Context: an optimization exercise on an open-source flow, tuned for a short achievable clock period and few clock cycles. The choices shown serve that exercise and are no tape-out recipe.
Function was checked by simulation only, so behaviour that the tests miss may differ from the original.
Power is estimated from default activity; no workload was simulated.

==> design.v <==
module alu_module (
    input [31:0] in_A, in_B,
    input [2:0] alu_sel,
    input variant_sel,
    output reg [31:0] alu_out
);
    wire [31:0] sum = variant_sel ? in_A - in_B : in_A + in_B;
    wire lt  = $signed(in_A) < $signed(in_B);
    wire ltu = in_A < in_B;
    wire [31:0] shl = in_A << in_B[4:0];
    wire [31:0] shr = $signed({variant_sel & in_A[31], in_A}) >>> in_B[4:0];
    always @(*) begin
        case (alu_sel)
        3'b000: alu_out = sum;
        3'b001:     alu_out = shl;
        3'b010:     alu_out = {31'd0, lt};
        3'b011:    alu_out = {31'd0, ltu};
        3'b100:     alu_out = in_A ^ in_B;
        3'b110:      alu_out = in_A | in_B;
        3'b111:     alu_out = in_A & in_B;
        default:      alu_out = shr;
        endcase
    end
endmodule
module branch_comp(
    input [31:0] rs1,
    input [31:0] rs2,
    input [2:0] branch_sel,
    output reg branch_taken
);
    wire eq  = rs1 == rs2;
    wire lt  = $signed(rs1) < $signed(rs2);
    wire ltu = rs1 < rs2;
    always @(*) begin
        case (branch_sel)
            3'b000:  branch_taken = eq;
            3'b001:  branch_taken = !eq;
            3'b100:  branch_taken = lt;
            3'b101:  branch_taken = !lt;
            3'b110: branch_taken = ltu;
            3'b111: branch_taken = !ltu;
            default:   branch_taken = 1'b0;
        endcase
    end
endmodule
module instruction_decoder(
    input [31:0] inst,
    output [4:0] rs1,
    output [4:0] rs2,
    output [4:0] rd,
    output uses_rs1,
    output uses_rs2,
    output reg_write,      
    output is_load,
    output is_store,
    output is_branch,
    output is_jal,
    output is_jalr,
    output a_pc,           
    output a_zero,         
    output b_imm,          
    output [2:0] alu_f3,
    output alu_alt,
    output [2:0] f3,
    output [31:0] alu_imm,
    output [31:0] tgt_imm  
);
    wire [4:0] op = inst[6:2];
    wire lui    = op == 5'b01101;
    wire auipc  = op == 5'b00101;
    wire jal    = op == 5'b11011;
    wire jalr   = op == 5'b11001;
    wire branch = op == 5'b11000;
    wire load   = op == 5'b00000;
    wire store  = op == 5'b01000;
    wire opimm  = op == 5'b00100;
    wire opreg  = op == 5'b01100;
    assign rs1 = inst[19:15];
    assign rs2 = inst[24:20];
    assign rd  = inst[11:7];
    assign f3  = inst[14:12];
    assign uses_rs1  = jalr | branch | load | store | opimm | opreg;
    assign uses_rs2  = branch | store | opreg;
    assign reg_write = lui | auipc | jal | jalr | load | opimm | opreg;
    assign is_load   = load;
    assign is_store  = store;
    assign is_branch = branch;
    assign is_jal    = jal;
    assign is_jalr   = jalr;
    assign a_pc      = auipc | jal | jalr;
    assign a_zero    = lui;
    assign b_imm     = !opreg;
    assign alu_f3    = (opimm | opreg) ? inst[14:12] : 3'b000;
    assign alu_alt   = inst[30] & (opreg | (opimm & inst[14:12] == 3'b101));
    wire [31:0] imm_i = {{21{inst[31]}}, inst[30:20]};
    wire [31:0] imm_s = {{21{inst[31]}}, inst[30:25], inst[11:7]};
    wire [31:0] imm_u = {inst[31:12], 12'd0};
    wire [31:0] imm_b = {{20{inst[31]}}, inst[7], inst[30:25], inst[11:8], 1'b0};
    wire [31:0] imm_j = {{12{inst[31]}}, inst[19:12], inst[20], inst[30:21], 1'b0};
    assign alu_imm = (lui | auipc) ? imm_u : store ? imm_s : (jal | jalr) ? 32'd4 : imm_i;
    assign tgt_imm = jal ? imm_j : jalr ? imm_i : imm_b;
endmodule
module reg_file (
    input clk,
    input we,
    input [4:0] ra1, ra2, wa,
    input [31:0] wd,
    output [31:0] rd1, rd2
);
    reg [31:0] registers [31:1];
    assign rd1 = ra1 == 5'd0 ? 32'h00000000 : registers[ra1];
    assign rd2 = ra2 == 5'd0 ? 32'h00000000 : registers[ra2];
    always @(posedge clk) begin
        if (we && wa != 5'd0)
            registers[wa] <= wd;
    end
endmodule
module mem_r_decoder(
    input [2:0] fnc,
    input [1:0] byte_offset,
    input [31:0] raw_data,
    output [31:0] data_out
);
    wire [15:0] half = byte_offset[1] ? raw_data[31:16] : raw_data[15:0];
    wire [7:0]  bsel = byte_offset[0] ? half[15:8] : half[7:0];
    wire sgn_b = !fnc[2] & bsel[7];
    wire sgn_h = !fnc[2] & half[15];
    assign data_out = fnc[1] ? raw_data :
                      fnc[0] ? {{16{sgn_h}}, half} :
                               {{24{sgn_b}}, bsel};
endmodule
module mem_wr_decoder(
    input [2:0] fnc,
    input [1:0] addr,
    input [31:0] wr_data,
    output reg [31:0] wr_dout,
    output reg [3:0] wr_mask
);
    always @(*) begin
        case (fnc[1:0])
        2'b00: begin
            wr_dout = {4{wr_data[7:0]}};
            wr_mask = 4'b0001 << addr;
        end
        2'b01: begin
            wr_dout = {2{wr_data[15:0]}};
            wr_mask = addr[1] ? 4'b1100 : 4'b0011;
        end
        default: begin
            wr_dout = wr_data;
            wr_mask = 4'b1111;
        end
        endcase
    end
endmodule
module hazard_control (
    input [4:0] rs1, rs2,
    input uses_rs1, uses_rs2,
    input [31:0] rf_rs1, rf_rs2,
    input a_pc, a_zero, b_imm,
    input [31:0] pc, imm,
    input ex_we, ex_ld,
    input [4:0] ex_rd,
    input [31:0] ex_val,
    input m1_we, m1_ld,
    input [4:0] m1_rd,
    input [31:0] m1_val,
    input m2_we, m2_ld,
    input [4:0] m2_rd,
    input [31:0] m2_val,
    input [31:0] m2_ld_val,
    input w_we,
    input [4:0] w_rd,
    input [31:0] w_val,
    output [31:0] rs1_val, rs2_val,    
    output [31:0] a_val, b_val,        
    output stall
);
    wire e1 = ex_we && rs1 == ex_rd;
    wire e2 = ex_we && rs2 == ex_rd;
    wire a1 = m1_we && rs1 == m1_rd;
    wire a2 = m1_we && rs2 == m1_rd;
    wire b1 = m2_we && rs1 == m2_rd;
    wire b2 = m2_we && rs2 == m2_rd;
    wire c1 = w_we && rs1 == w_rd;
    wire c2 = w_we && rs2 == w_rd;
    wire l1 = b1 && m2_ld && !e1 && !a1;
    wire l2 = b2 && m2_ld && !e2 && !a2;
    wire [31:0] r1 = a1 ? m1_val : b1 ? m2_val : c1 ? w_val : rf_rs1;
    wire [31:0] r2 = a2 ? m1_val : b2 ? m2_val : c2 ? w_val : rf_rs2;
    function [31:0] pick3;
        input s_ex, s_ld;
        input [31:0] v_ex, v_ld, v_other;
        pick3 = ({32{s_ex}} & v_ex) | ({32{s_ld}} & v_ld) | ({32{!s_ex && !s_ld}} & v_other);
    endfunction
    assign rs1_val = pick3(e1, l1, ex_val, m2_ld_val, r1);
    assign rs2_val = pick3(e2, l2, ex_val, m2_ld_val, r2);
    wire a_reg = !a_pc && !a_zero;
    wire [31:0] a_early = a_pc ? pc : a_zero ? 32'd0 : r1;
    wire [31:0] b_early = b_imm ? imm : r2;
    assign a_val = pick3(a_reg && e1, a_reg && l1, ex_val, m2_ld_val, a_early);
    assign b_val = pick3(!b_imm && e2, !b_imm && l2, ex_val, m2_ld_val, b_early);
    assign stall = (uses_rs1 && ((e1 && ex_ld) || (a1 && m1_ld))) ||
                   (uses_rs2 && ((e2 && ex_ld) || (a2 && m1_ld)));
endmodule
module if_module #(
    parameter ENTRIES = 4     
)(
    input clk,
    input rst,
    input hold,                  
    input redirect,              
    input [31:0] redirect_pc,
    input d_redirect,            
    input [31:0] d_redirect_pc,
    input btb_we,                
    input [31:0] btb_wpc,
    input [31:0] btb_wtgt,
    output [31:0] pc,            
    output [31:0] pc_int,        
    output pred_taken,           
    output [31:0] pred_tgt       
);
    reg [31:0] curr_pc;
    reg [31:0] pc_n;
    wire [31:0] pc_i = ~pc_n;
    assign pc = curr_pc;
    assign pc_int = pc_i;
    reg [ENTRIES-1:0] valid;
    reg [29:0] tag [0:ENTRIES-1];
    reg [29:0] tgt [0:ENTRIES-1];
    reg [1:0] victim;
    reg hit;
    reg [29:0] hit_tgt;
    integer i;
    always @(*) begin
        hit = 1'b0;
        hit_tgt = 30'd0;
        for (i = 0; i < ENTRIES; i = i + 1) begin
            if (valid[i] && tag[i] == pc_i[31:2]) begin
                hit = 1'b1;
                hit_tgt = hit_tgt | tgt[i];
            end
        end
    end
    assign pred_taken = hit;
    assign pred_tgt = {hit_tgt, 2'b00};
    reg [31:0] next_pc;
    always @(*) begin
        if (rst)
            next_pc = 32'h40000000;
        else if (redirect)
            next_pc = redirect_pc;
        else if (hold)
            next_pc = pc_i;
        else if (d_redirect)
            next_pc = d_redirect_pc;
        else
            next_pc = hit ? {hit_tgt, 2'b00} : pc_i + 32'd4;
    end
    always @(posedge clk) begin
        curr_pc <= next_pc;
        pc_n <= ~next_pc;
    end
    reg        w_en;
    reg [29:0] w_tag, w_tgt;
    always @(posedge clk) begin
        if (rst)
            w_en <= 1'b0;
        else
            w_en <= btb_we;
        w_tag <= btb_wpc[31:2];
        w_tgt <= btb_wtgt[31:2];
    end
    always @(posedge clk) begin
        if (rst) begin
            valid <= 0;
            victim <= 0;
        end else if (w_en) begin
            valid[victim] <= 1'b1;
            victim <= victim + 1'b1;
        end
    end
    always @(posedge clk) begin
        if (w_en) begin
            tag[victim] <= w_tag;
            tgt[victim] <= w_tgt;
        end
    end
endmodule
module dex_module(
    input [31:0] pc,
    input [31:0] pc4,
    input [31:0] rs1_val,
    input [31:0] rs2_val,
    input [31:0] alu_imm,
    input [31:0] tgt_imm,
    input [31:0] tgt,           
    input [31:0] alu_a, alu_b,   
    input [2:0] alu_f3,
    input alu_alt,
    input [2:0] f3,
    input is_branch, is_jal, is_jalr,
    input btb_hit,              
    input [31:0] btb_tgt,
    input d_jump,               
    output [31:0] result,       
    output [31:0] addr,         
    output mispredict,          
    output [31:0] next_pc,      
    output learn                
);
    wire [31:0] alu_out;
    alu_module alu (
        .in_A(alu_a),
        .in_B(alu_b),
        .alu_sel(alu_f3),
        .variant_sel(alu_alt),
        .alu_out(alu_out)
    );
    assign result = alu_out;    
    assign addr = rs1_val + alu_imm;
    wire cond;
    branch_comp bc (
        .rs1(rs1_val),
        .rs2(rs2_val),
        .branch_sel(f3),
        .branch_taken(cond)
    );
    wire [31:0] jalr_sum = rs1_val + tgt_imm;
    wire btb_ok = tgt[31:2] == btb_tgt[31:2];
    wire pred_ok = btb_hit ? btb_ok : d_jump;
    wire pred_taken = btb_hit || d_jump;
    assign mispredict = is_jalr ? 1'b1 :
                        is_jal ? !pred_ok :
                        is_branch ? (cond ? !pred_ok : pred_taken) :
                        pred_taken;
    assign next_pc = is_jalr ? {jalr_sum[31:1], 1'b0} :
                     (is_jal || (is_branch && cond)) ? tgt : pc4;
    assign learn = is_branch && cond && !(btb_hit && btb_ok);
endmodule
module ma_module(
    input clk,
    input rst,
    input st_en,
    input [2:0] f3,
    input [31:0] addr,
    input [31:0] st_data,
    input [31:0] pc,
    output reg [31:0] mem_addr,
    output reg mem_wr_en,
    output reg [3:0] mem_wr_mask,
    output reg [31:0] mem_wr_data,
    output reg [31:0] mem_pc,
    input [2:0] ld_f3,
    input [1:0] ld_off,
    input [31:0] mem_rd_data,
    output [31:0] ld_data
);
    wire [31:0] wr_dout;
    wire [3:0] wr_mask;
    mem_wr_decoder wr_fmt (
        .fnc(f3),
        .addr(addr[1:0]),
        .wr_data(st_data),
        .wr_dout(wr_dout),
        .wr_mask(wr_mask)
    );
    always @(posedge clk) begin
        if (rst)
            mem_wr_en <= 1'b0;
        else
            mem_wr_en <= st_en;
        mem_addr <= {addr[31:2], 2'b00};
        mem_wr_mask <= wr_mask;
        mem_wr_data <= wr_dout;
        mem_pc <= pc;
    end
    mem_r_decoder rd_fmt (
        .fnc(ld_f3),
        .byte_offset(ld_off),
        .raw_data(mem_rd_data),
        .data_out(ld_data)
    );
endmodule
module CPU_pipelined_module (
    input clk,
    input rst,
    output [31:0] pc,
    input [31:0] imem_data,
    output [31:0] data_pc,
    output data_wr_en,
    output [31:0] data_addr,
    output [3:0] data_wr_mask,
    output [31:0] data_wr_data,
    input [31:0] data_rd_data
);
    wire stall;          
    wire redirect;       
    wire [31:0] redirect_pc;
    wire d_redirect;     
    wire [31:0] d_tgt;
    wire learn;
    wire pred_taken;
    wire [31:0] pred_tgt;
    reg [31:0] e_pc;
    wire [31:0] f1_pc;   
    if_module ifetch (
        .clk(clk),
        .rst(rst),
        .hold(stall),
        .redirect(redirect),
        .redirect_pc(redirect_pc),
        .d_redirect(d_redirect),
        .d_redirect_pc(d_tgt),
        .btb_we(learn),
        .btb_wpc(e_pc),
        .btb_wtgt(redirect_pc),
        .pc(pc),
        .pc_int(f1_pc),
        .pred_taken(pred_taken),
        .pred_tgt(pred_tgt)
    );
    reg        f2_valid;
    reg [31:0] f2_pc;
    reg        f2_pred;
    reg [31:0] f2_ptgt;
    reg        stall_q;
    reg        s_valid;
    reg [31:0] s_ir, s_pc, s_ptgt;
    reg        s_pred;
    reg        d_valid;
    reg [31:0] d_ir, d_pc, d_ptgt;
    reg        d_pred;
    wire [4:0] rs1, rs2, rd;
    wire uses_rs1, uses_rs2, reg_write, is_load, is_store, is_branch, is_jal, is_jalr;
    wire a_pc, a_zero, b_imm, alu_alt;
    wire [2:0] alu_f3, f3;
    wire [31:0] alu_imm, tgt_imm;
    instruction_decoder dec (
        .inst(d_ir),
        .rs1(rs1), .rs2(rs2), .rd(rd),
        .uses_rs1(uses_rs1), .uses_rs2(uses_rs2),
        .reg_write(reg_write),
        .is_load(is_load), .is_store(is_store), .is_branch(is_branch),
        .is_jal(is_jal), .is_jalr(is_jalr),
        .a_pc(a_pc), .a_zero(a_zero), .b_imm(b_imm),
        .alu_f3(alu_f3), .alu_alt(alu_alt), .f3(f3),
        .alu_imm(alu_imm), .tgt_imm(tgt_imm)
    );
    reg        m2_we, m2_ld;
    reg [4:0]  m2_rd;
    reg [31:0] m2_res;
    reg [2:0]  m2_f3;
    reg [1:0]  m2_off;
    wire [31:0] ld_data;
    wire [31:0] wb_val = m2_ld ? ld_data : m2_res;
    reg        w_we;
    reg [4:0]  w_rd;
    reg [31:0] w_val;
    wire [31:0] rf_rs1, rf_rs2;
    reg_file rf (
        .clk(clk),
        .we(w_we),
        .ra1(rs1), .ra2(rs2), .wa(w_rd),
        .wd(w_val),
        .rd1(rf_rs1), .rd2(rf_rs2)
    );
    reg        e_valid;
    reg [31:0] e_pc4, e_rs1v, e_rs2v, e_aimm, e_timm, e_tgt, e_ptgt;
    reg [4:0]  e_rd;
    reg        e_we, e_ld, e_st, e_br, e_jal, e_jalr, e_alt;
    reg [31:0] e_a, e_b;
    reg        e_btbhit, e_djump;
    reg [2:0]  e_aluf3, e_f3;
    wire [31:0] ex_result;
    reg        m1_we, m1_ld;
    reg [4:0]  m1_rd;
    reg [31:0] m1_res;
    reg [2:0]  m1_f3;
    reg [1:0]  m1_off;
    wire [31:0] rs1_val, rs2_val, a_val, b_val;
    wire haz;
    hazard_control haz_ctrl (
        .rs1(rs1), .rs2(rs2),
        .uses_rs1(uses_rs1), .uses_rs2(uses_rs2),
        .rf_rs1(rf_rs1), .rf_rs2(rf_rs2),
        .ex_we(e_we), .ex_ld(e_ld), .ex_rd(e_rd), .ex_val(ex_result),
        .m1_we(m1_we), .m1_ld(m1_ld), .m1_rd(m1_rd), .m1_val(m1_res),
        .m2_we(m2_we), .m2_ld(m2_ld), .m2_rd(m2_rd), .m2_val(m2_res), .m2_ld_val(ld_data),
        .w_we(w_we), .w_rd(w_rd), .w_val(w_val),
        .a_pc(a_pc), .a_zero(a_zero), .b_imm(b_imm),
        .pc(d_pc), .imm(alu_imm),
        .rs1_val(rs1_val), .rs2_val(rs2_val),
        .a_val(a_val), .b_val(b_val),
        .stall(haz)
    );
    assign stall = d_valid && haz;
    wire go = d_valid && !stall && !redirect;    
    wire d_jump = !d_pred && (is_jal || (is_branch && d_ir[31]));
    wire [31:0] d_tgt_j = d_pc + {{12{d_ir[31]}}, d_ir[19:12], d_ir[20], d_ir[30:21], 1'b0};
    wire [31:0] d_tgt_b = d_pc + {{20{d_ir[31]}}, d_ir[7], d_ir[30:25], d_ir[11:8], 1'b0};
    assign d_tgt = is_jal ? d_tgt_j : d_tgt_b;
    assign d_redirect = go && d_jump;
    always @(posedge clk) begin
        f2_pc <= f1_pc;
        f2_pred <= pred_taken;
        f2_ptgt <= pred_tgt;
        if (rst) begin
            f2_valid <= 1'b0;
            stall_q <= 1'b0;
            s_valid <= 1'b0;
            d_valid <= 1'b0;
        end else if (redirect) begin
            f2_valid <= 1'b0;
            stall_q <= 1'b0;
            d_valid <= 1'b0;
        end else if (stall) begin
            f2_valid <= 1'b1;
            stall_q <= 1'b1;
            if (!stall_q)
                s_valid <= f2_valid;
        end else begin
            f2_valid <= !d_redirect;
            stall_q <= 1'b0;
            d_valid <= !d_redirect && (stall_q ? s_valid : f2_valid);
        end
        if (!stall_q) begin
            s_ir <= imem_data;
            s_pc <= f2_pc;
            s_pred <= f2_pred;
            s_ptgt <= f2_ptgt;
        end
        if (!stall) begin
            d_ir <= stall_q ? s_ir : imem_data;
            d_pc <= stall_q ? s_pc : f2_pc;
            d_pred <= stall_q ? s_pred : f2_pred;
            d_ptgt <= stall_q ? s_ptgt : f2_ptgt;
        end
    end
    always @(posedge clk) begin
        if (rst) begin
            e_valid <= 1'b0;
            e_we <= 1'b0;
            e_ld <= 1'b0;
            e_st <= 1'b0;
            e_br <= 1'b0;
            e_jal <= 1'b0;
            e_jalr <= 1'b0;
            e_btbhit <= 1'b0;
            e_djump <= 1'b0;
        end else begin
            e_valid <= go;
            e_we <= go && reg_write && rd != 5'd0;
            e_ld <= go && is_load;
            e_st <= go && is_store;
            e_br <= go && is_branch;
            e_jal <= go && is_jal;
            e_jalr <= go && is_jalr;
            e_btbhit <= go && d_pred;
            e_djump <= go && d_jump;
        end
        e_pc <= d_pc;
        e_pc4 <= d_pc + 32'd4;
        e_rs1v <= rs1_val;
        e_rs2v <= rs2_val;
        e_aimm <= alu_imm;
        e_timm <= tgt_imm;
        e_tgt <= d_tgt;
        e_ptgt <= d_ptgt;
        e_rd <= rd;
        e_a <= a_val;
        e_b <= b_val;
        e_aluf3 <= alu_f3;
        e_alt <= alu_alt;
        e_f3 <= f3;
    end
    wire [31:0] ex_addr;
    wire mispredict;
    dex_module dex (
        .pc(e_pc), .pc4(e_pc4),
        .rs1_val(e_rs1v), .rs2_val(e_rs2v),
        .alu_imm(e_aimm), .tgt_imm(e_timm), .tgt(e_tgt),
        .alu_a(e_a), .alu_b(e_b),
        .alu_f3(e_aluf3), .alu_alt(e_alt), .f3(e_f3),
        .is_branch(e_br), .is_jal(e_jal), .is_jalr(e_jalr),
        .btb_hit(e_btbhit), .btb_tgt(e_ptgt), .d_jump(e_djump),
        .result(ex_result),
        .addr(ex_addr),
        .mispredict(mispredict),
        .next_pc(redirect_pc),
        .learn(learn)
    );
    assign redirect = e_valid && mispredict;
    ma_module ma (
        .clk(clk),
        .rst(rst),
        .st_en(e_st),
        .f3(e_f3),
        .addr(ex_addr),
        .st_data(e_rs2v),
        .pc(e_pc),
        .mem_addr(data_addr),
        .mem_wr_en(data_wr_en),
        .mem_wr_mask(data_wr_mask),
        .mem_wr_data(data_wr_data),
        .mem_pc(data_pc),
        .ld_f3(m2_f3),
        .ld_off(m2_off),
        .mem_rd_data(data_rd_data),
        .ld_data(ld_data)
    );
    always @(posedge clk) begin
        if (rst) begin
            m1_we <= 1'b0;
            m1_ld <= 1'b0;
            m2_we <= 1'b0;
            m2_ld <= 1'b0;
            w_we <= 1'b0;
        end else begin
            m1_we <= e_we;
            m1_ld <= e_ld;
            m2_we <= m1_we;
            m2_ld <= m1_ld;
            w_we <= m2_we;
        end
        m1_rd <= e_rd;
        m1_res <= ex_result;
        m1_f3 <= e_f3;
        m1_off <= ex_addr[1:0];
        m2_rd <= m1_rd;
        m2_res <= m1_res;
        m2_f3 <= m1_f3;
        m2_off <= m1_off;
        w_rd <= m2_rd;
        w_val <= wb_val;
    end
endmodule
==> flow/run.sh <==
#!/bin/bash
set -euo pipefail
bash standard.sh SETUP_SLACK_MARGIN=9.8 finish > flow_make.log 2>&1
==> standard.sh <==
#!/bin/bash
# synth_recipe.tcl (not shown) runs the flow's synth.tcl, then flattens the netlist and writes it again
# the make line also repeats each setting of config.mk as NAME=value (left out here)
make -C /OpenROAD-flow-scripts/flow DESIGN_CONFIG=/design/flow/config.mk WORK_HOME=/design/flow/orfs CLKGATE_MAP_FILE= SYNTH_SCRIPT=/design/flow/synth_recipe.tcl "${@:-finish}"
==> config.mk <==
export PLATFORM = sky130hd
export DESIGN_NAME = CPU_pipelined_module
export DESIGN_NICKNAME = CPU_pipelined_module
export VERILOG_FILES = /design/flow/design.v
export SDC_FILE = /design/flow/constraint.sdc
export NUM_CORES = 4
export LEC_CHECK = 0
export ABC_CLOCK_PERIOD_IN_PS = 3500
export CAP_MARGIN = 20
export CORE_MARGIN = 2
export CORE_UTILIZATION = 40
export CTS_CLUSTER_DIAMETER = 100
export CTS_CLUSTER_SIZE = 20
export SETUP_SLACK_MARGIN = 5
export SLEW_MARGIN = 20
==> constraint.sdc <==
create_clock -name core_clock -period 13.5 [get_ports {clk}]
set_input_delay 2.7000 -clock core_clock [delete_from_list [all_inputs] [get_ports {clk}]]
set_output_delay 2.7000 -clock core_clock [all_outputs]
set_load 0.01 [all_outputs]
==> results.ini, run 1 <==
[clock_network]
numCtsBuffers=130
clockBufferDepth=3
skew_pair_late_insertion_delay_ps=840
clock_sinks=2146
cts_tree=yes
cts_h_tree_depth=4
hold_buffer_count_at_cts=0
clkSlewWorstSetupHoldPaths_ps=80
ctsRootBufferMaster=sky130_fd_sc_hd__clkbuf_16

[placement]
port_buffers=194
postPlaceCellArea_um2=105000
placed_instances=10500
gp_congestion=1.02
hpwl_mm=239

[die]
floorplan.core_area_um2=248000
floorplan.die_area_um2=253000
pin_count=199
die_w_um=503
starting_density=0.401
die_height_um=503
floorplan.rows=183

[yosys]
syn-cell-area_um2=99400
ys_dominant_reg_cell=sky130_fd_sc_hd__edfxtp_1
post-synth-top-area-fraction=0.400
ys_top_cells_by_area=sky130_fd_sc_hd__edfxtp_1 (40%), sky130_fd_sc_hd__dfxtp_1 (17%), sky130_fd_sc_hd__mux4_2 (14%)
yosysUniqueCellTypes=89
async_flop_share=0
syn-mean-instance-area_um2=13.6
synth_seq_cells=2146
synth_edf_count=1325
syn_inst=7298
yosysWarnings=8
synth_sequential_area_ratio=0.566
biggest_area_consumer_among_synthesized_cells=sky130_fd_sc_hd__edfxtp_1

[layout]
largest-register=rf.registers
fin_nets=7987
areaGrowthSynthToFinish_pct=18.8
stdcell_area_um2=118000
nFillCells=21400
largest_register_ffs=992
drive_gt1_frac=0.317
layout.cells.non_filler=11100
biggestRegsByFlops=rf.registers x992, ifetch.tag x120, ifetch.tgt x120

[timing]
timing.fmax_mhz=241
timing_hold_violations_final=0
fin_skew_ps=42.1
setup_viol=0
layout_min_cycle_time_ps=4150
whs_ps=328
tns_ps=0
max-slew-margin-rel=0.247
drv_slew=0
period_share=0.307
worstMarginPinSlew_ps=1120
rsz_0062_raised_after_global_routing=true

[worst_setup_path]
timing.critical_path.required_ps=14210
timing.critical_path.mode_cell=sky130_fd_sc_hd__buf_6
critPathTopFamily=compound AO/OA/AOI/OAI gates
cp_startpoint=d_ir[5]$_DFFE_PN_
timing.setup.critical_path_class=reg2reg
crit_end=ifetch.curr_pc[21]$_DFF_P_
critical-path-slowest-cell=sky130_fd_sc_hd__edfxtp_1
delay_of_the_slowest_cell_on_the_worst_path_ps=560
crit_path_cell_trace=nor2b_4, nand4_1, buf_6, buf_6, o21ai_4, buf_6, inv_2, fa_2, nand2b_4, a21o_1, a21o_1, nand4_1, nand3_4, o21ai_4, buf_6, xor2_4, nor2_1, o31a_1, a211oi_4
cp.buffers_inverters=5
crit_path_end_kind=flop
type_of_element_launching_the_critical_path=flop
worstReg2RegEnd=ifetch.curr_pc[21]$_DFF_P_
crit_cells=19
rr_worst_depth=19
critical_path.max_fanout=4
r2r_start=d_ir[5]$_DFFE_PN_
cp.arrival_ps=4860
timing.reg2reg.setup_slack_ps=9350

[routing]
first_iter_violations=9636
detail_route.wl_per_cell_um=34.1
route.vias.total=70100
route.detailed.drc=0
antenna_left=0
totalWireLength_mm=379
dr.pass1.iters=6
vias_per_cell=6.31

[global_route]
grt_remaining_overflow=0
grt_pass1_wl_mm=521
grt_max_degree=68
grtUsageTotal=0.291
vias_in_the_first_global_route=67100
grt_antenna_before_repair=24

[outcome]
run_status=no timing/DRC/antenna violations

[power_and_ir_drop]
power.leakage_nw=42.0
power.ir.vdd_worst_mv=0.164
report.power.total_mw=15.5
power_density_nw_per_um2=131

[run]
maxCapViolCount=0

[min_path]
hold_path_class=reg2reg

-- kinds of logic after synthesis --
kind of cell,Yosys count,share of synthesized area
compound gates,1431,0.0965
xor+xnor,341,0.0300
fa+ha+maj,235,0.0300
buf+inv,735,0.0307
flops,2146,0.566
mux,1024,0.184
other cells,1,0.0000377
simple gates,1385,0.0633
-- what timing repair did --
| action | in CTS | in global routing |
|---|---|---|
| cloned | 35 | 9 |
| resized for setup | 1533 | 351 |
| buffers inserted | 233 | 108 |
| endpoints found under the setup margin | 439 | 304 |
| hold endpoints to repair | 0 | 0 |
| pin swaps | 197 | 149 |
-- cell usage in the layout (no fill, tap or decap), types with 45 or more instances in the layout --
cell type                         instances
sky130_fd_sc_hd__edfxtp_1              1325
sky130_fd_sc_hd__mux4_2                 623
sky130_fd_sc_hd__dfxtp_1                602
sky130_fd_sc_hd__nor2_1                 436
sky130_fd_sc_hd__nand2_1                356
sky130_fd_sc_hd__buf_4                  355
sky130_fd_sc_hd__a21oi_1                279
sky130_fd_sc_hd__inv_1                  226
sky130_fd_sc_hd__xnor2_1                213
sky130_fd_sc_hd__buf_6                  189
sky130_fd_sc_hd__mux2i_1                187
sky130_fd_sc_hd__o21ai_0                187
sky130_fd_sc_hd__ha_1                   186
sky130_fd_sc_hd__mux2_2                 166
sky130_fd_sc_hd__clkbuf_16              143
sky130_fd_sc_hd__dfxtp_2                137
sky130_fd_sc_hd__a211oi_1               111
sky130_fd_sc_hd__nor3_1                 108
sky130_fd_sc_hd__xor2_1                 102
sky130_fd_sc_hd__a21o_1                  87
sky130_fd_sc_hd__dfxtp_4                 82
sky130_fd_sc_hd__a22oi_1                 74
sky130_fd_sc_hd__nand3_1                 68
sky130_fd_sc_hd__clkbuf_1                52
sky130_fd_sc_hd__nand4_1                 49
sky130_fd_sc_hd__clkdlybuf4s50_1         47
sky130_fd_sc_hd__nor2_4                  46
sky130_fd_sc_hd__o211ai_1                46
sky130_fd_sc_hd__o22ai_1                 45
-- layout make-up --
| type | count | area, um^2 | share of cell area |
|---|---|---|---|
| sequential | 2146 | 56700 | 0.480 |
| multi-input combinational | 4420 | 44300 | 0.375 |
| timing repair buffer | 737 | 8060 | 0.0683 |
| tap | 3330 | 4170 | 0.0353 |
| clock buffer | 187 | 3560 | 0.0302 |
| inverter | 251 | 987 | 0.00836 |
| clock inverter | 24 | 323 | 0.00273 |
| antenna | 13 | 32.5 | 0.000275 |
-- cells in the mapped netlist (49+ instances only) --
library cell / count
sky130_fd_sc_hd__a21o_1: 91
sky130_fd_sc_hd__nor4_1: 58
sky130_fd_sc_hd__mux4_2: 623
sky130_fd_sc_hd__o22ai_1: 54
sky130_fd_sc_hd__mux2i_1: 209
sky130_fd_sc_hd__ha_1: 230
sky130_fd_sc_hd__nand4_1: 49
sky130_fd_sc_hd__nand3_1: 77
sky130_fd_sc_hd__nor2_1: 498
sky130_fd_sc_hd__a221oi_1: 58
sky130_fd_sc_hd__inv_1: 248
sky130_fd_sc_hd__nand2_1: 371
sky130_fd_sc_hd__clkbuf_1: 299
sky130_fd_sc_hd__a22oi_1: 83
sky130_fd_sc_hd__mux2_2: 192
sky130_fd_sc_hd__a21oi_1: 345
sky130_fd_sc_hd__buf_2: 101
sky130_fd_sc_hd__a211oi_1: 137
sky130_fd_sc_hd__edfxtp_1: 1325
sky130_fd_sc_hd__xor2_1: 110
sky130_fd_sc_hd__nor3_1: 127
sky130_fd_sc_hd__dfxtp_1: 821
sky130_fd_sc_hd__o21ai_0: 268
sky130_fd_sc_hd__xnor2_1: 231
-- worst register-to-register path, stage by stage, from the launching register on --
cell and delay [ps]:
sky130_fd_sc_hd__edfxtp_1 560, sky130_fd_sc_hd__nor2b_4 260, sky130_fd_sc_hd__nand4_1 150, sky130_fd_sc_hd__buf_6 180
sky130_fd_sc_hd__buf_6 120, sky130_fd_sc_hd__o21ai_4 190, sky130_fd_sc_hd__buf_6 120, sky130_fd_sc_hd__inv_2 30
sky130_fd_sc_hd__fa_2 350, sky130_fd_sc_hd__nand2b_4 150, sky130_fd_sc_hd__a21o_1 200, sky130_fd_sc_hd__a21o_1 200
sky130_fd_sc_hd__nand4_1 150, sky130_fd_sc_hd__nand3_4 130, sky130_fd_sc_hd__o21ai_4 250, sky130_fd_sc_hd__buf_6 150
sky130_fd_sc_hd__xor2_4 160, sky130_fd_sc_hd__nor2_1 70, sky130_fd_sc_hd__o31a_1 310, sky130_fd_sc_hd__a211oi_4 310
-- metrics by stage --
step | worst slack (ps) | utilization
floorplan | 9310 | -
global placement | 7840 | 0.425
detailed placement | 7810 | 0.425
CTS | 9360 | 0.465
global route | 9320 | 0.476
finish | 9350 | 0.476
-- metal layers --
metal | GRT usage | routed length [um]
met2 | 0.448 | 170000
met3 | 0.0647 | 39700
met1 | 0.383 | 144000
met5 | 0 | 94
met4 | 0.160 | 24700
-- worst min-delay path by stage --
| stage | from | endpoint | slack, ps | depth (start not counted) |
|---|---|---|---|---|
| 5_1_grt | e_pc[28]$_DFF_P_ | ma.mem_pc[28]$_DFF_P_ | 330 | 0 |
| 3_3_place_gp | e_pc[16]$_DFF_P_ | ma.mem_pc[16]$_DFF_P_ | 310 | 0 |
| 2_1_floorplan | e_pc[31]$_DFF_P_ | ifetch.w_tag[29]$_DFF_P_ | 310 | 0 |
| 4_1_cts | e_pc[29]$_DFF_P_ | ma.mem_pc[29]$_DFF_P_ | 320 | 0 |
| 3_5_place_dp | e_pc[22]$_DFF_P_ | ma.mem_pc[22]$_DFF_P_ | 310 | 0 |
| 6_report | e_pc[30]$_DFF_P_ | ma.mem_pc[30]$_DFF_P_ | 330 | 0 |
-- report_power, final --
part	switching (mW)	total, mW	internal [mW]
Sequential	0.663	8.29	7.63
Combinational	1.76	2.98	1.22
Clock	2.27	4.19	1.91
Total	4.69	15.5	10.8
Testbench counts, summed over its fixed seeds: cycles 127,278.
==> run 2, diff against run 1 <==
--- a/design.v
+++ b/design.v
@@ -269,8 +269,10 @@
             w_en <= 1'b0;
         else
             w_en <= btb_we;
-        w_tag <= btb_wpc[31:2];
-        w_tgt <= btb_wtgt[31:2];
+        if (btb_we) begin
+            w_tag <= btb_wpc[31:2];
+            w_tgt <= btb_wtgt[31:2];
+        end
     end
     always @(posedge clk) begin
         if (rst) begin
==> run 2 against run 1 <==
- worst setup slack got worse by 76 ps
- flip-flop and latch count rose by 30
- synthesized cell count rose by 1.0%
- critical path depth fell by 8
- non-clock buffer count fell by 63
- cell area barely moved
- sequential share of layout area rose by 0.93 points
- combinational power fell by 8.7%
- core utilization fell by 0.19 points
- largest power group unchanged
==> results.ini, run 2 <==
[worst_setup_path]
critical-path-slowest-cell=sky130_fd_sc_hd__dfxtp_1
cp.arrival_ps=4800
critical_path.max_fanout=31
timing.critical_path.mode_cell=sky130_fd_sc_hd__a21oi_1
timing.setup.critical_path_class=reg2reg
timing.critical_path.required_ps=14080
crit_path_cell_trace=xor2_1, nand4_1, or4_1, nor4_2, buf_6, nor4_4, buf_4, a21oi_1, o21ai_0, nand2_1, a21oi_1
critPathTopFamily=simple AND/OR/NAND/NOR gates
cp.buffers_inverters=2
crit_path_end_kind=flop
delay_of_the_slowest_cell_on_the_worst_path_ps=670
type_of_element_launching_the_critical_path=flop

[layout]
layout.cells.non_filler=11100
largest-register=rf.registers
largest_register_ffs=992
commonest_non_fill_non_tap_cell_in_the_layout=sky130_fd_sc_hd__edfxtp_1
nFillCells=21600
areaGrowthSynthToFinish_pct=17.7
multiInputGateArea_um2=44000
biggestRegsByFlops=rf.registers x992, ifetch.tag x120, ifetch.tgt x120
fin_nets=8004
final_cell_mix=sky130_fd_sc_hd__edfxtp_1 (1385), sky130_fd_sc_hd__mux4_2 (620), sky130_fd_sc_hd__dfxtp_1 (592)
layout.area.seq_um2=57800
drive_gt1_frac=0.298

[timing]
period_share=0.313
rsz_0062_raised_after_global_routing=true
setup_slack_ps=9280
timing_hold_violations_final=0
setup_viol=0
tns_ps=0
drv_slew=0
timing.fmax_mhz=237
worstMarginPinSlew_ps=1150
max-slew-margin-rel=0.227
layout_min_cycle_time_ps=4220
fin_skew_ps=61.3

[routing]
totalWireLength_mm=353
dr.pass1.iters=6
vias_per_cell=6.17
route.vias.total=68500
first_iter_violations=8368
route.detailed.drc=0
antenna_left=0
detail_route.wl_per_cell_um=31.7

[die]
floorplan.core_area_um2=249000
floorplan.rows=183
pin_count=199
die_w_um=505
starting_density=0.403
die_height_um=505
floorplan.die_area_um2=255000

[clock_network]
ctsRootBufferMaster=sky130_fd_sc_hd__clkbuf_16
cts_tree=yes
clkSlewWorstSetupHoldPaths_ps=90
hold_buffer_count_at_cts=0
clock_sinks=2176
clockBufferDepth=3
numCtsBuffers=131
cts_h_tree_depth=4
skew_pair_late_insertion_delay_ps=850

[yosys]
synth_edf_count=1385
syn_inst=7371
biggest_area_consumer_among_synthesized_cells=sky130_fd_sc_hd__edfxtp_1
syn-cell-area_um2=100000
syn-mean-instance-area_um2=13.6
yosysUniqueCellTypes=101
synth_sequential_area_ratio=0.572
yosysMostFrequentCell=sky130_fd_sc_hd__edfxtp_1
yosysWarnings=8
ys_dominant_reg_cell=sky130_fd_sc_hd__edfxtp_1
async_flop_share=0
synth_commonest_cells=sky130_fd_sc_hd__edfxtp_1 (1385), sky130_fd_sc_hd__dfxtp_1 (791), sky130_fd_sc_hd__mux4_2 (620)
ys_top_cells_by_area=sky130_fd_sc_hd__edfxtp_1 (41%), sky130_fd_sc_hd__dfxtp_1 (16%), sky130_fd_sc_hd__mux4_2 (14%)
post-synth-top-area-fraction=0.415
synth_seq_cells=2176

[power_and_ir_drop]
power_density_nw_per_um2=130
report.power.total_mw=15.3
p_int_mw=10.8
switching_power_mw=4.52
power.leakage_nw=41.5
sw_frac_of_total=0.296
power.share.clock=0.275
comb_power_share=0.178
power.share.sequential=0.548
power.ir.vdd_worst_mv=0.142

[run]
maxCapViolCount=0

[outcome]
run_status=no timing/DRC/antenna violations

[global_route]
grt_pass1_wl_mm=488
grt_remaining_overflow=0
grt_antenna_before_repair=15
vias_in_the_first_global_route=65600
grtUsageTotal=0.265
grt_max_degree=69

[placement]
hpwl_mm=224
port_buffers=194
place_ws_ps=7560
placed_instances=10600
gp_congestion=0.969

[min_path]
hold_path_class=reg2reg

[run 2: changes by cell type in the layout (fill, tap and decap cells not counted), sizes merged, moves of 47 or more]
| cell | delta |
|---|---|
| buf | -62 |
| edfxtp | +60 |
| xnor2 | -47 |
| a21oi | +49 |
| o21ai | +55 |
| xor2 | +53 |
[run 2: layout make-up]
class                   instances  area share
inverters                     248     0.00811
well taps                    3330      0.0353
clock buffers                 176      0.0296
multi-input cells            4472       0.373
clock inverters                26     0.00399
flip-flops and latches       2176       0.489
repair buffers                674      0.0606
diodes                          7    0.000148
[run 2: worst register-to-register path: cells and delay by family, from the launching register on]
kind | cells | cell delay (ps)
simple gates | 5 | 1270
compound gates | 3 | 920
buf+inv | 2 | 730
flops | 1 | 670
xor+xnor | 1 | 390
[run 2: logic make-up (layout without fill, tap and decap cells)]
group,count (synthesis),count (layout),share of synthesized area
DFF,2176,2176,0.572
adders and majority gates,235,235,0.0297
xor gates and xnor gates,347,347,0.0303
other,1,9,0.0000374
muxes,1002,1002,0.179
buffers and inverters,729,1124,0.0289
and+or+nand+nor,1440,1445,0.0659
AOI/OAI and AO/OA,1441,1441,0.0934
[run 2: path summary, 6_finish.rpt]
| check | from | endpoint | slack (ps) | depth (start not counted) |
|---|---|---|---|---|
| worst max register to register | ifetch.pc_n[29]$_DFF_P_ | ifetch.curr_pc[0]$_DFF_P_ | 9280 | 11 |
| worst min-delay path | d_ptgt[30]$_DFFE_PN_ | e_ptgt[30]$_DFF_P_ | 340 | 0 |
| worst min register to register | d_ptgt[30]$_DFFE_PN_ | e_ptgt[30]$_DFF_P_ | 340 | 0 |
| worst max-delay path | ifetch.pc_n[29]$_DFF_P_ | ifetch.curr_pc[0]$_DFF_P_ | 9280 | 11 |
[run 2: routing by layer]
metal	track usage	part of all wire	vias up
met4	0.129	0.054	4
met1	0.354	0.39	35300
met3	0.0434	0.087	682
li1	-	-	28900
met5	0	0.000077	-
met2	0.422	0.47	3618
[run 2: what timing repair did]
action                     in CTS  in global routing
resized for setup            1223                416
setup endpoints to repair     529                430
gates cloned                   30                 13
setup buffers                 170                116
pin swaps                     119                142
[run 2: per-stage QoR]
stage,hold WS [ps],util,cell area [um^2]
after floorplan,310,-,101000
after global placement,325,0.428,106000
after detailed placement,327,0.428,106000
after CTS,341,0.462,115000
after global routing,348,0.474,118000
final,339,0.474,118000
[run 2: power groups by stage]
stage                     logic, mW  registers, mW  clock network [mW]
after CTS                      2.44           8.36                4.27
after global placement         2.19           8.48                   0
final                          2.72           8.38                4.20
after detailed placement       2.20           8.52                   0
after global routing           2.85           8.43                4.50
after floorplan                1.38           8.20                   0
Testbench counts of run 2, summed over its fixed seeds: cycles 127,278.
==> run 3, diff against run 2 <==
--- a/design.v
+++ b/design.v
@@ -1,26 +1,22 @@
 module alu_module (
     input [31:0] in_A, in_B,
-    input [2:0] alu_sel,
+    input [7:0] alu_sel,
     input variant_sel,
-    output reg [31:0] alu_out
+    output [31:0] alu_out
 );
     wire [31:0] sum = variant_sel ? in_A - in_B : in_A + in_B;
     wire lt  = $signed(in_A) < $signed(in_B);
     wire ltu = in_A < in_B;
     wire [31:0] shl = in_A << in_B[4:0];
     wire [31:0] shr = $signed({variant_sel & in_A[31], in_A}) >>> in_B[4:0];
-    always @(*) begin
-        case (alu_sel)
-        3'b000: alu_out = sum;
-        3'b001:     alu_out = shl;
-        3'b010:     alu_out = {31'd0, lt};
-        3'b011:    alu_out = {31'd0, ltu};
-        3'b100:     alu_out = in_A ^ in_B;
-        3'b110:      alu_out = in_A | in_B;
-        3'b111:     alu_out = in_A & in_B;
-        default:      alu_out = shr;
-        endcase
-    end
+    assign alu_out = ({32{alu_sel[3'b000]}} & sum) |
+                     ({32{alu_sel[3'b001]}}     & shl) |
+                     {31'd0, alu_sel[3'b010]  & lt} |
+                     {31'd0, alu_sel[3'b011] & ltu} |
+                     ({32{alu_sel[3'b100]}}     & (in_A ^ in_B)) |
+                     ({32{alu_sel[3'b110]}}      & (in_A | in_B)) |
+                     ({32{alu_sel[3'b111]}}     & (in_A & in_B)) |
+                     ({32{alu_sel[3'b101]}} & shr);
 endmodule
 module branch_comp(
     input [31:0] rs1,
@@ -269,10 +265,8 @@
             w_en <= 1'b0;
         else
             w_en <= btb_we;
-        if (btb_we) begin
-            w_tag <= btb_wpc[31:2];
-            w_tgt <= btb_wtgt[31:2];
-        end
+        w_tag <= btb_wpc[31:2];
+        w_tgt <= btb_wtgt[31:2];
     end
     always @(posedge clk) begin
         if (rst) begin
@@ -299,7 +293,7 @@
     input [31:0] tgt_imm,
     input [31:0] tgt,           
     input [31:0] alu_a, alu_b,   
-    input [2:0] alu_f3,
+    input [7:0] alu_sel,        
     input alu_alt,
     input [2:0] f3,
     input is_branch, is_jal, is_jalr,
@@ -316,7 +310,7 @@
     alu_module alu (
         .in_A(alu_a),
         .in_B(alu_b),
-        .alu_sel(alu_f3),
+        .alu_sel(alu_sel),
         .variant_sel(alu_alt),
         .alu_out(alu_out)
     );
@@ -474,7 +468,8 @@
     reg        e_we, e_ld, e_st, e_br, e_jal, e_jalr, e_alt;
     reg [31:0] e_a, e_b;
     reg        e_btbhit, e_djump;
-    reg [2:0]  e_aluf3, e_f3;
+    reg [2:0]  e_f3;
+    reg [7:0]  e_alusel;     
     wire [31:0] ex_result;
     reg        m1_we, m1_ld;
     reg [4:0]  m1_rd;
@@ -573,7 +568,7 @@
         e_rd <= rd;
         e_a <= a_val;
         e_b <= b_val;
-        e_aluf3 <= alu_f3;
+        e_alusel <= 8'd1 << alu_f3;
         e_alt <= alu_alt;
         e_f3 <= f3;
     end
@@ -584,7 +579,7 @@
         .rs1_val(e_rs1v), .rs2_val(e_rs2v),
         .alu_imm(e_aimm), .tgt_imm(e_timm), .tgt(e_tgt),
         .alu_a(e_a), .alu_b(e_b),
-        .alu_f3(e_aluf3), .alu_alt(e_alt), .f3(e_f3),
+        .alu_sel(e_alusel), .alu_alt(e_alt), .f3(e_f3),
         .is_branch(e_br), .is_jal(e_jal), .is_jalr(e_jalr),
         .btb_hit(e_btbhit), .btb_tgt(e_ptgt), .d_jump(e_djump),
         .result(ex_result),
==> run 3 against run 2 <==
- total power fell by 2.1%
- final cell count rose by 0.17%
- flip-flop and latch count is 25 lower
- cell area shrank 0.59%
- worst hold slack worse by 61 ps
- wire length up 0.76%
- combinational power up 3%
- critical path depth is 10 lower
- register-to-register slack gained 200 ps
- sequential power shrank 1%
- via count is 0.86% higher
==> results.ini, run 3 <==
[layout]
fin_nets=8020
stdcell_area_um2=117000
nFillCells=21400
layout.cells.non_filler=11100
drive_gt1_frac=0.302
areaGrowthSynthToFinish_pct=17.6
largest_register_ffs=992
biggestRegsByFlops=rf.registers x992, ifetch.tag x120, ifetch.tgt x120
finalCoreUtilization=0.472
largest-register=rf.registers
final_cell_mix=sky130_fd_sc_hd__edfxtp_1 (1325), sky130_fd_sc_hd__mux4_2 (611), sky130_fd_sc_hd__dfxtp_1 (607)
commonest_non_fill_non_tap_cell_in_the_layout=sky130_fd_sc_hd__edfxtp_1

[yosys]
synth_commonest_cells=sky130_fd_sc_hd__edfxtp_1 (1325), sky130_fd_sc_hd__dfxtp_1 (826), sky130_fd_sc_hd__mux4_2 (611)
syn_inst=7362
async_flop_share=0
ys_dominant_reg_cell=sky130_fd_sc_hd__edfxtp_1
synth_sequential_area_ratio=0.564
post-synth-top-area-fraction=0.399
yosysWarnings=7
biggest_area_consumer_among_synthesized_cells=sky130_fd_sc_hd__edfxtp_1
synth_edf_count=1325
ys_top_cells_by_area=sky130_fd_sc_hd__edfxtp_1 (40%), sky130_fd_sc_hd__dfxtp_1 (17%), sky130_fd_sc_hd__mux4_2 (14%)
synth_seq_cells=2151
syn-cell-area_um2=99800
syn-mean-instance-area_um2=13.6
yosysUniqueCellTypes=96
yosysMostFrequentCell=sky130_fd_sc_hd__edfxtp_1

[global_route]
grt_max_degree=104
grtUsageTotal=0.271
grt_remaining_overflow=0
vias_in_the_first_global_route=66400
grt_pass1_wl_mm=492
grt_antenna_before_repair=21

[placement]
hpwl_mm=222
gp_congestion=0.988
port_buffers=194
place_ws_ps=8020
postPlaceCellArea_um2=106000
placed_instances=10600

[die]
floorplan.die_area_um2=253000
floorplan.rows=183
die_w_um=503
starting_density=0.402
die_height_um=503
pin_count=199
floorplan.core_area_um2=248000

[power_and_ir_drop]
p_int_mw=10.5
power.ir.vdd_worst_mv=0.119
power_density_nw_per_um2=128
report.power.total_mw=15.0
sw_frac_of_total=0.296
power.share.clock=0.261
comb_power_share=0.187
power.share.sequential=0.551
switching_power_mw=4.43
power.leakage_nw=41.7

[run]
maxCapViolCount=0

[worst_setup_path]
crit_path_end_kind=output port
crit_cells=1
type_of_element_launching_the_critical_path=flop
crit_path_cell_trace=buf_6
worstReg2RegEnd=e_b[16]$_DFF_P_
crit_end=data_pc[17]
rr_worst_depth=13
r2r_start=e_b[0]$_DFF_P_
timing.critical_path.required_ps=10800
timing.setup.critical_path_class=reg2out
cp_startpoint=ma.mem_pc[17]$_DFF_P_
critPathTopFamily=flip-flops
timing.reg2reg.setup_slack_ps=9480
critical_path.max_fanout=5
cp.buffers_inverters=1
cp.arrival_ps=1350
delay_of_the_slowest_cell_on_the_worst_path_ps=400
critical-path-slowest-cell=sky130_fd_sc_hd__dfxtp_4

[timing]
setup_viol=0
rsz_0062_raised_after_global_routing=true
period_share=0.300
whs_ps=278
drv_slew=0
timing.fmax_mhz=247
tns_ps=0
setup_slack_ps=9450
layout_min_cycle_time_ps=4050
timing_hold_violations_final=0
worstMarginPinSlew_ps=1270
fin_skew_ps=105
max-slew-margin-rel=0.143

[routing]
route.detailed.drc=0
route.vias.total=69100
dr.pass1.iters=8
first_iter_violations=8724
antenna_left=0
vias_per_cell=6.21
totalWireLength_mm=355
detail_route.wl_per_cell_um=31.9

[clock_network]
clockBufferDepth=3
cts_h_tree_depth=3
clkSlewWorstSetupHoldPaths_ps=90
hold_buffer_count_at_cts=0
cts_tree=yes
numCtsBuffers=120
skew_pair_late_insertion_delay_ps=860
ctsRootBufferMaster=sky130_fd_sc_hd__clkbuf_16
clock_sinks=2151

[outcome]
run_status=no timing/DRC/antenna violations

[min_path]
hold_path_class=reg2reg

## run 3: cell types whose count changed after synthesis, sizes merged, moves of 23 or more
cell / before / now
edfxtp: 1385 / 1325
o21ai: 326 / 270
buf: 152 / 207
clkbuf: 329 / 279
dfxtp: 791 / 826
mux2i: 228 / 193
mux2: 154 / 188
a21oi: 394 / 364
a21o: 79 / 102
a221oi: 21 / 44
## run 3: cell families (layout without fill, tap and decap cells)
kind of cell             count (synthesis)  count (layout)  synth area share
flip-flops                            2151            2151             0.564
XOR/XNOR                               343             343            0.0301
AND/OR/NAND/NOR                       1470            1473            0.0675
adder cells (fa/ha/maj)                235             235            0.0298
other                                    1              12         0.0000376
multiplexers                           992             992             0.178
buffers and inverters                  712            1134            0.0309
AO/OA/AOI/OAI                         1458            1458            0.0987
## run 3: metal layers
layer,track usage,vias up,wire (um)
met1,0.356,35400,135000
met5,0,-,39
met2,0.427,3854,163000
met4,0.144,4,23100
met3,0.0493,845,33700
li1,-,29000,-
## run 3: power groups by stage
| stage | Clock, mW | Sequential, mW | Combinational (mW) |
|---|---|---|---|
| 2_1_floorplan | 0 | 8.10 | 1.41 |
| 3_3_place_gp | 0 | 8.36 | 2.20 |
| 3_5_place_dp | 0 | 8.40 | 2.22 |
| 4_1_cts | 3.96 | 8.22 | 2.56 |
| 5_1_grt | 4.19 | 8.31 | 2.94 |
| 6_report | 3.92 | 8.26 | 2.80 |
## run 3: what timing repair did
action	in CTS	in global routing
setup buffers	232	81
endpoints found under the hold margin	0	0
gates cloned	33	10
endpoints found under the setup margin	475	300
gates resized for setup	1319	392
pin swaps	129	182
## run 3: how the worst min path moves through the flow
stage                                    from                  endpoint  slack, ps  cells after the start
after global placement       e_pc[11]$_DFF_P_     ma.mem_pc[11]$_DFF_P_        310                      0
after global routing      d_ptgt[5]$_DFFE_PN_         e_ptgt[5]$_DFF_P_        280                      0
final                     d_ptgt[5]$_DFFE_PN_         e_ptgt[5]$_DFF_P_        280                      0
after detailed placement     e_pc[16]$_DFF_P_     ma.mem_pc[16]$_DFF_P_        310                      0
after CTS                 d_ptgt[5]$_DFFE_PN_         e_ptgt[5]$_DFF_P_        280                      0
after floorplan              e_pc[31]$_DFF_P_  ifetch.w_tag[29]$_DFF_P_        310                      0
## run 3: final cells by class
class,count,area [um^2],share of cell area
Clock inverter,12,241,0.00206
Inverter,226,895,0.00762
Timing Repair Buffer,716,7700,0.0656
Tap cell,3330,4170,0.0355
Sequential cell,2151,56800,0.484
Antenna cell,10,25.0,0.000213
Clock buffer,179,3280,0.0279
Timing Repair inverter,1,6.26,0.0000533
Multi-Input combinational cell,4503,44200,0.377
Testbench counts of run 3, summed over its fixed seeds: cycles 127,278.
==> run 4, diff against run 3 <==
--- a/design.v
+++ b/design.v
@@ -265,8 +265,10 @@
             w_en <= 1'b0;
         else
             w_en <= btb_we;
-        w_tag <= btb_wpc[31:2];
-        w_tgt <= btb_wtgt[31:2];
+        if (btb_we) begin
+            w_tag <= btb_wpc[31:2];
+            w_tgt <= btb_wtgt[31:2];
+        end
     end
     always @(posedge clk) begin
         if (rst) begin
==> run 4 against run 3 <==
- clock skew is 53 ps lower
- maximum frequency is 1.3% higher
- register-to-register slack improved by 40 ps
- synthesized cell count fell by 1.4%
- critical path type unchanged
- largest power group unchanged
- die area grew 0.63%
- non-clock buffer count fell by 56
- combinational power barely moved
- clock power up 5%
==> results.ini, run 4 <==
[layout]
fin_nets=7876
largest_register_ffs=992
largest-register=rf.registers
biggestRegsByFlops=rf.registers x992, ifetch.tag x120, ifetch.tgt x120
layout.cells.non_filler=11000
areaGrowthSynthToFinish_pct=16.4
final_cell_mix=sky130_fd_sc_hd__edfxtp_1 (1385), sky130_fd_sc_hd__mux4_2 (612), sky130_fd_sc_hd__dfxtp_1 (586)
finalCoreUtilization=0.469
drive_gt1_frac=0.302
commonest_non_fill_non_tap_cell_in_the_layout=sky130_fd_sc_hd__edfxtp_1
stdcell_area_um2=117000

[die]
starting_density=0.403
floorplan.die_area_um2=255000
die_w_um=505
floorplan.core_area_um2=249000
pin_count=199
floorplan.rows=183
die_height_um=505

[yosys]
syn_inst=7261
yosysUniqueCellTypes=105
syn-cell-area_um2=100000
compound_gate_fraction_of_synth_area=0.0952
post-synth-top-area-fraction=0.414
synth-xor-area-share=0.0300
syn-mean-instance-area_um2=13.8
yosysWarnings=7
post_synth_mux_area_share=0.179
ys_top_cells_by_area=sky130_fd_sc_hd__edfxtp_1 (41%), sky130_fd_sc_hd__dfxtp_1 (16%), sky130_fd_sc_hd__mux4_2 (14%)
synth_commonest_cells=sky130_fd_sc_hd__edfxtp_1 (1385), sky130_fd_sc_hd__dfxtp_1 (796), sky130_fd_sc_hd__mux4_2 (612)
ys_dominant_reg_cell=sky130_fd_sc_hd__edfxtp_1
synth_edf_count=1385
synth_seq_cells=2181
largest_family_of_logic_cells_by_synthesized_area=multiplexers
yosysMostFrequentCell=sky130_fd_sc_hd__edfxtp_1
synth_fa_ha_area_frac=0.0297
async_flop_share=0
post_synthesis_share_of_cell_area_spent_on_and_or_nand_and_nor_gates=0.0607
biggest_area_consumer_among_synthesized_cells=sky130_fd_sc_hd__edfxtp_1
synth_sequential_area_ratio=0.573

[global_route]
grt_antenna_before_repair=20
grt_remaining_overflow=0
vias_in_the_first_global_route=65800
grt_max_degree=69
grt_pass1_wl_mm=490
grtUsageTotal=0.266

[routing]
totalWireLength_mm=351
route.vias.total=67700
first_iter_violations=8261
vias_per_cell=6.17
dr.pass1.iters=8
detail_route.wl_per_cell_um=32.0
antenna_left=0
route.detailed.drc=0

[placement]
port_buffers=194
gp_congestion=0.963
hpwl_mm=221
postPlaceCellArea_um2=106000
placed_instances=10500
place_ws_ps=8000

[timing]
timing_hold_violations_final=0
rsz_0062_raised_after_global_routing=true
layout_min_cycle_time_ps=3990
whs_ps=329
period_share=0.296
max-slew-margin-rel=0.210
tns_ps=0
fin_skew_ps=51.7
drv_slew=0
setup_viol=0
worstMarginPinSlew_ps=1180
setup_slack_ps=9510
timing.fmax_mhz=250

[worst_setup_path]
critical_path.max_fanout=1
critPathTopFamily=flip-flops
timing.setup.critical_path_class=reg2out
delay_of_the_slowest_cell_on_the_worst_path_ps=340
timing.critical_path.required_ps=10800
crit_path_end_kind=output port
type_of_element_launching_the_critical_path=flop
cp.buffers_inverters=1
crit_path_cell_trace=buf_6
cp.arrival_ps=1290
critical-path-slowest-cell=sky130_fd_sc_hd__dfxtp_2

[clock_network]
clock_sinks=2181
skew_pair_late_insertion_delay_ps=850
ctsRootBufferMaster=sky130_fd_sc_hd__clkbuf_16
numCtsBuffers=130
cts_tree=yes
clockBufferDepth=3
hold_buffer_count_at_cts=0
cts_h_tree_depth=4
clkSlewWorstSetupHoldPaths_ps=90

[power_and_ir_drop]
report.power.total_mw=15.3
power.leakage_nw=41.7
power_density_nw_per_um2=131
power.ir.vdd_worst_mv=0.153

[outcome]
run_status=no timing/DRC/antenna violations

[run]
maxCapViolCount=0

[min_path]
hold_path_class=reg2reg

==> run 4: cell count changes after synthesis, sizes merged, moves of 26 or more <==
| cell | delta |
|---|---|
| a21oi | +39 |
| a221oi | -26 |
| a222oi | +31 |
| dfxtp | -30 |
| edfxtp | +60 |
| inv | +34 |
| mux2i | +27 |
| nand2 | -72 |
| nor2 | -31 |
| xnor2 | -28 |
| xor2 | +29 |
==> run 4: where the power goes <==
part           leakage [nW]  internal [mW]  switching (mW)  total [mW]
Sequential             19.4           7.75           0.640        8.39
Clock                  1.82           1.83            2.28        4.11
Combinational          20.5           1.19            1.59        2.78
Total                  41.7           10.8            4.51        15.3
==> run 4: cells by family (layout without fill, tap and decap cells) <==
family	after synthesis	count (layout)
AOI/OAI and AO/OA	1426	1427
xor gates and xnor gates	344	344
adders and majority gates	235	235
buffers and inverters	742	1116
DFF	2181	2181
muxes	1010	1010
other	1	14
and+or+nand+nor	1322	1324
==> run 4: routing by layer <==
layer	GRT usage	wire [um]	up-vias
li1	-	-	28500
met1	0.356	137000	34800
met2	0.413	160000	3715
met3	0.0536	33200	739
met4	0.135	20500	6
met5	0	38	-
==> run 4: path summary, 6_finish.rpt <==
check                            startpoint                          to  slack [ps]  cells after the start
setup / recovery  ma.mem_wr_data[4]$_DFF_P_             data_wr_data[4]        9510                      1
hold / removal          d_ptgt[3]$_DFFE_PN_           e_ptgt[3]$_DFF_P_         330                      0
setup reg to reg          d_ir[4]$_DFFE_PN_  ifetch.curr_pc[31]$_DFF_P_        9520                     16
hold reg to reg         d_ptgt[3]$_DFFE_PN_           e_ptgt[3]$_DFF_P_         330                      0
==> run 4: final cells by class <==
type                       count  area, um^2
antenna                       12        30.0
sequential                  2181       57900
timing repair buffer         660        6790
fill                       21700      132000
clock inverter                23         355
inverter                     260        1010
tap                         3330        4170
clock buffer                 173        3440
multi-input combinational   4342       43200
==> run 4: repair_timing <==
action / 4_1_cts / 5_1_grt
gates cloned: 25 / 8
setup endpoints to repair: 490 / 308
buffers inserted: 167 / 99
gates resized for setup: 1255 / 324
pin swaps: 154 / 169
==> run 4: worst register-to-register path, stage by stage (launching register included) <==
cell and delay, ps:
sky130_fd_sc_hd__edfxtp_1 400, sky130_fd_sc_hd__and3b_2 310, sky130_fd_sc_hd__and3_4 280, sky130_fd_sc_hd__mux2_4 330, sky130_fd_sc_hd__ha_4 170, sky130_fd_sc_hd__inv_2 50, sky130_fd_sc_hd__fa_2 220, sky130_fd_sc_hd__nor2b_2 50
sky130_fd_sc_hd__o31a_1 280, sky130_fd_sc_hd__o2111ai_2 210, sky130_fd_sc_hd__o211ai_1 270, sky130_fd_sc_hd__a21boi_2 260, sky130_fd_sc_hd__a21oi_2 90, sky130_fd_sc_hd__a31o_4 260, sky130_fd_sc_hd__a2111oi_4 300, sky130_fd_sc_hd__o21ai_1 120
sky130_fd_sc_hd__a31o_2 290
Testbench counts of run 4, summed over its fixed seeds: cycles 127,278.
==> run 5, diff against run 4 <==
--- a/design.v
+++ b/design.v
@@ -152,6 +152,7 @@
 module hazard_control (
     input [4:0] rs1, rs2,
     input uses_rs1, uses_rs2,
+    input is_store,            
     input [31:0] rf_rs1, rf_rs2,
     input a_pc, a_zero, b_imm,
     input [31:0] pc, imm,
@@ -170,6 +171,7 @@
     input [31:0] w_val,
     output [31:0] rs1_val, rs2_val,    
     output [31:0] a_val, b_val,        
+    output st_from_ld,         
     output stall
 );
     wire e1 = ex_we && rs1 == ex_rd;
@@ -196,8 +198,9 @@
     wire [31:0] b_early = b_imm ? imm : r2;
     assign a_val = pick3(a_reg && e1, a_reg && l1, ex_val, m2_ld_val, a_early);
     assign b_val = pick3(!b_imm && e2, !b_imm && l2, ex_val, m2_ld_val, b_early);
+    assign st_from_ld = is_store && !e2 && a2 && m1_ld;
     assign stall = (uses_rs1 && ((e1 && ex_ld) || (a1 && m1_ld))) ||
-                   (uses_rs2 && ((e2 && ex_ld) || (a2 && m1_ld)));
+                   (uses_rs2 && ((e2 && ex_ld) || (a2 && m1_ld && !is_store)));
 endmodule
 module if_module #(
     parameter ENTRIES = 4     
@@ -265,10 +268,8 @@
             w_en <= 1'b0;
         else
             w_en <= btb_we;
-        if (btb_we) begin
-            w_tag <= btb_wpc[31:2];
-            w_tgt <= btb_wtgt[31:2];
-        end
+        w_tag <= btb_wpc[31:2];
+        w_tgt <= btb_wtgt[31:2];
     end
     always @(posedge clk) begin
         if (rst) begin
@@ -480,9 +481,12 @@
     reg [1:0]  m1_off;
     wire [31:0] rs1_val, rs2_val, a_val, b_val;
     wire haz;
+    wire st_from_ld;
+    reg  e_stld;         
     hazard_control haz_ctrl (
         .rs1(rs1), .rs2(rs2),
         .uses_rs1(uses_rs1), .uses_rs2(uses_rs2),
+        .is_store(is_store),
         .rf_rs1(rf_rs1), .rf_rs2(rf_rs2),
         .ex_we(e_we), .ex_ld(e_ld), .ex_rd(e_rd), .ex_val(ex_result),
         .m1_we(m1_we), .m1_ld(m1_ld), .m1_rd(m1_rd), .m1_val(m1_res),
@@ -492,6 +496,7 @@
         .pc(d_pc), .imm(alu_imm),
         .rs1_val(rs1_val), .rs2_val(rs2_val),
         .a_val(a_val), .b_val(b_val),
+        .st_from_ld(st_from_ld),
         .stall(haz)
     );
     assign stall = d_valid && haz;
@@ -573,6 +578,7 @@
         e_alusel <= 8'd1 << alu_f3;
         e_alt <= alu_alt;
         e_f3 <= f3;
+        e_stld <= st_from_ld;
     end
     wire [31:0] ex_addr;
     wire mispredict;
@@ -597,7 +603,7 @@
         .st_en(e_st),
         .f3(e_f3),
         .addr(ex_addr),
-        .st_data(e_rs2v),
+        .st_data(e_stld ? ld_data : e_rs2v),
         .pc(e_pc),
         .mem_addr(data_addr),
         .mem_wr_en(data_wr_en),
==> run 5 against run 4 <==
- count of clock-buffer cells in the layout increased by 15
- wire length is 3.8% higher
- via count up 1.8%
- worst setup slack got worse by 110 ps
- clock skew decreased by 1.3 ps
- register-to-register slack lost 60 ps
- non-clock buffer count is 21 higher
- combinational power up 1%
- synthesized cell count decreased by 0.14%
- highest routed layer unchanged
==> results.ini, run 5 <==
[timing]
rsz_0062_raised_after_global_routing=true
layout_min_cycle_time_ps=4100
timing_hold_violations_final=0
max-slew-margin-rel=0.129
worstMarginPinSlew_ps=1290
drv_slew=0
tns_ps=0
period_share=0.304
setup_viol=0

[routing]
dr.pass1.iters=8
totalWireLength_mm=365
first_iter_violations=8968
vias_per_cell=6.26
route.vias.total=68900

[worst_setup_path]
crit_end=data_wr_data[29]
cp.arrival_ps=1400
critical_path.max_fanout=1
timing.setup.critical_path_class=reg2out
crit_path_cell_trace=buf_6
critical-path-slowest-cell=sky130_fd_sc_hd__dfxtp_4

[yosys]
async_flop_share=0
syn-cell-area_um2=99500
synth_edf_count=1325
syn_inst=7251
synth_commonest_cells=sky130_fd_sc_hd__edfxtp_1 (1325), sky130_fd_sc_hd__dfxtp_1 (827), sky130_fd_sc_hd__mux4_2 (627)
ys_dominant_reg_cell=sky130_fd_sc_hd__edfxtp_1
yosysWarnings=7
synth_seq_cells=2152

[clock_network]
ctsRootBufferMaster=sky130_fd_sc_hd__clkbuf_16
clockBufferDepth=3
clkSlewWorstSetupHoldPaths_ps=100
skew_pair_late_insertion_delay_ps=840

[outcome]
run_status=no timing/DRC/antenna violations

[layout]
commonest_non_fill_non_tap_cell_in_the_layout=sky130_fd_sc_hd__edfxtp_1
areaGrowthSynthToFinish_pct=17.8

[run]
maxCapViolCount=0

[placement]
postPlaceCellArea_um2=106000
port_buffers=194
placed_instances=10500
hpwl_mm=230

[die]
die_w_um=503
floorplan.core_area_um2=248000
floorplan.rows=183
die_height_um=503

[power_and_ir_drop]
power_density_nw_per_um2=130
power.ir.vdd_worst_mv=0.139

[global_route]
grt_pass1_wl_mm=502
vias_in_the_first_global_route=65800

[min_path]
hold_path_class=reg2reg

## run 5: cell types whose count changed after synthesis, sizes merged, moves of 40 or more
cell    delta
clkbuf    +46
nor2      -53
o22ai     +40
edfxtp    -60
buf       -46
a221oi    +51
mux2i     -69
a21oi     -57
## run 5: kinds of logic after synthesis
group	synth area share
adder cells (fa/ha/maj)	0.0299
AO/OA/AOI/OAI	0.100
AND/OR/NAND/NOR	0.0623
flip-flops	0.566
multiplexers	0.180
other	0.0000377
buffers and inverters	0.0310
XOR/XNOR	0.0300
## run 5: worst reg2reg max path: cells and delay by family (launching register included)
family | cells | cell delay, ps
adders and majority gates | 1 | 230
AOI/OAI and AO/OA | 9 | 1490
and+or+nand+nor | 4 | 720
buffers and inverters | 5 | 670
muxes | 1 | 340
DFF | 1 | 510
## run 5: layout make-up
cell class | count | area [um^2]
Clock buffer | 188 | 3530
Multi-Input combinational cell | 4358 | 43700
Sequential cell | 2152 | 56800
Antenna cell | 22 | 55.1
Timing Repair Buffer | 681 | 7530
Tap cell | 3330 | 4170
Inverter | 262 | 1000
Clock inverter | 24 | 382
Fill cell | 21500 | 131000
## run 5: how the worst min path moves through the flow
stage	to	depth (start not counted)	from	slack, ps
after floorplan	ifetch.w_tag[29]$_DFF_P_	0	e_pc[31]$_DFF_P_	310
after global placement	ma.mem_pc[16]$_DFF_P_	0	e_pc[16]$_DFF_P_	310
after detailed placement	ma.mem_pc[17]$_DFF_P_	0	e_pc[17]$_DFF_P_	310
after CTS	ma.mem_pc[17]$_DFF_P_	0	e_pc[17]$_DFF_P_	330
after global routing	ma.mem_pc[27]$_DFF_P_	0	e_pc[27]$_DFF_P_	330
final	ma.mem_pc[4]$_DFF_P_	0	e_pc[4]$_DFF_P_	320
## run 5: per-layer routing
layer	global-route usage	wire length (um)
met2	0.439	168000
met4	0.146	22800
met1	0.373	142000
met5	0	46
met3	0.0464	32300
## run 5: stage by stage
stage	setup slack, ps	utilization
2_1_floorplan	9260	-
3_3_place_gp	7560	0.426
6_report	9400	0.473
5_1_grt	9330	0.473
3_5_place_dp	7540	0.426
4_1_cts	9360	0.463
## run 5: power breakdown
| group | switching, mW | total [mW] | internal (mW) | leakage [nW] |
|---|---|---|---|---|
| sequential | 0.641 | 8.26 | 7.62 | 19.0 |
| combinational | 1.61 | 2.82 | 1.21 | 20.6 |
| clock | 2.33 | 4.20 | 1.88 | 1.88 |
| total | 4.57 | 15.3 | 10.7 | 41.5 |
## run 5: repair_timing
action / 4_1_cts / 5_1_grt
resized for setup: 1421 / 339
endpoints found under the hold margin: 0 / 0
hold buffers: 0 / 0
endpoints found under the setup margin: 464 / 302
cloned: 31 / 12
pin swaps: 165 / 151
setup buffers: 200 / 73
Testbench counts of run 5, summed over its fixed seeds: cycles 126,349.

[afterwards: timing with drivers on the ports]
The results above use ideal ports. As a check the final layouts listed here were re-extracted and re-timed, cells and wires unchanged. Step 1, drivers: a clkbuf_16 drives clk and a buf_2 each remaining input, both assumed. Step 2 also shifts input and output timing later by t, the mid clock arrival at the registers, as if the neighbouring blocks saw the same clock. Three values: ideal, step 1, step 2; two values: the first two.
| run | t (ns) | setup WS [ns] |
|---|---|---|
| run 1 | 0.920 | 9.352 / 9.285 / 8.786 |
| run 2 | 0.913 | 9.276 / 9.276 / 8.730 |
| run 3 | 0.899 | 9.453 / 9.360 / 8.878 |
| run 4 | 0.919 | 9.507 / 9.416 / 8.870 |
| run 5 | 0.909 | 9.397 / 9.302 / 8.668 |
After both steps setup and hold are still met in every run listed.
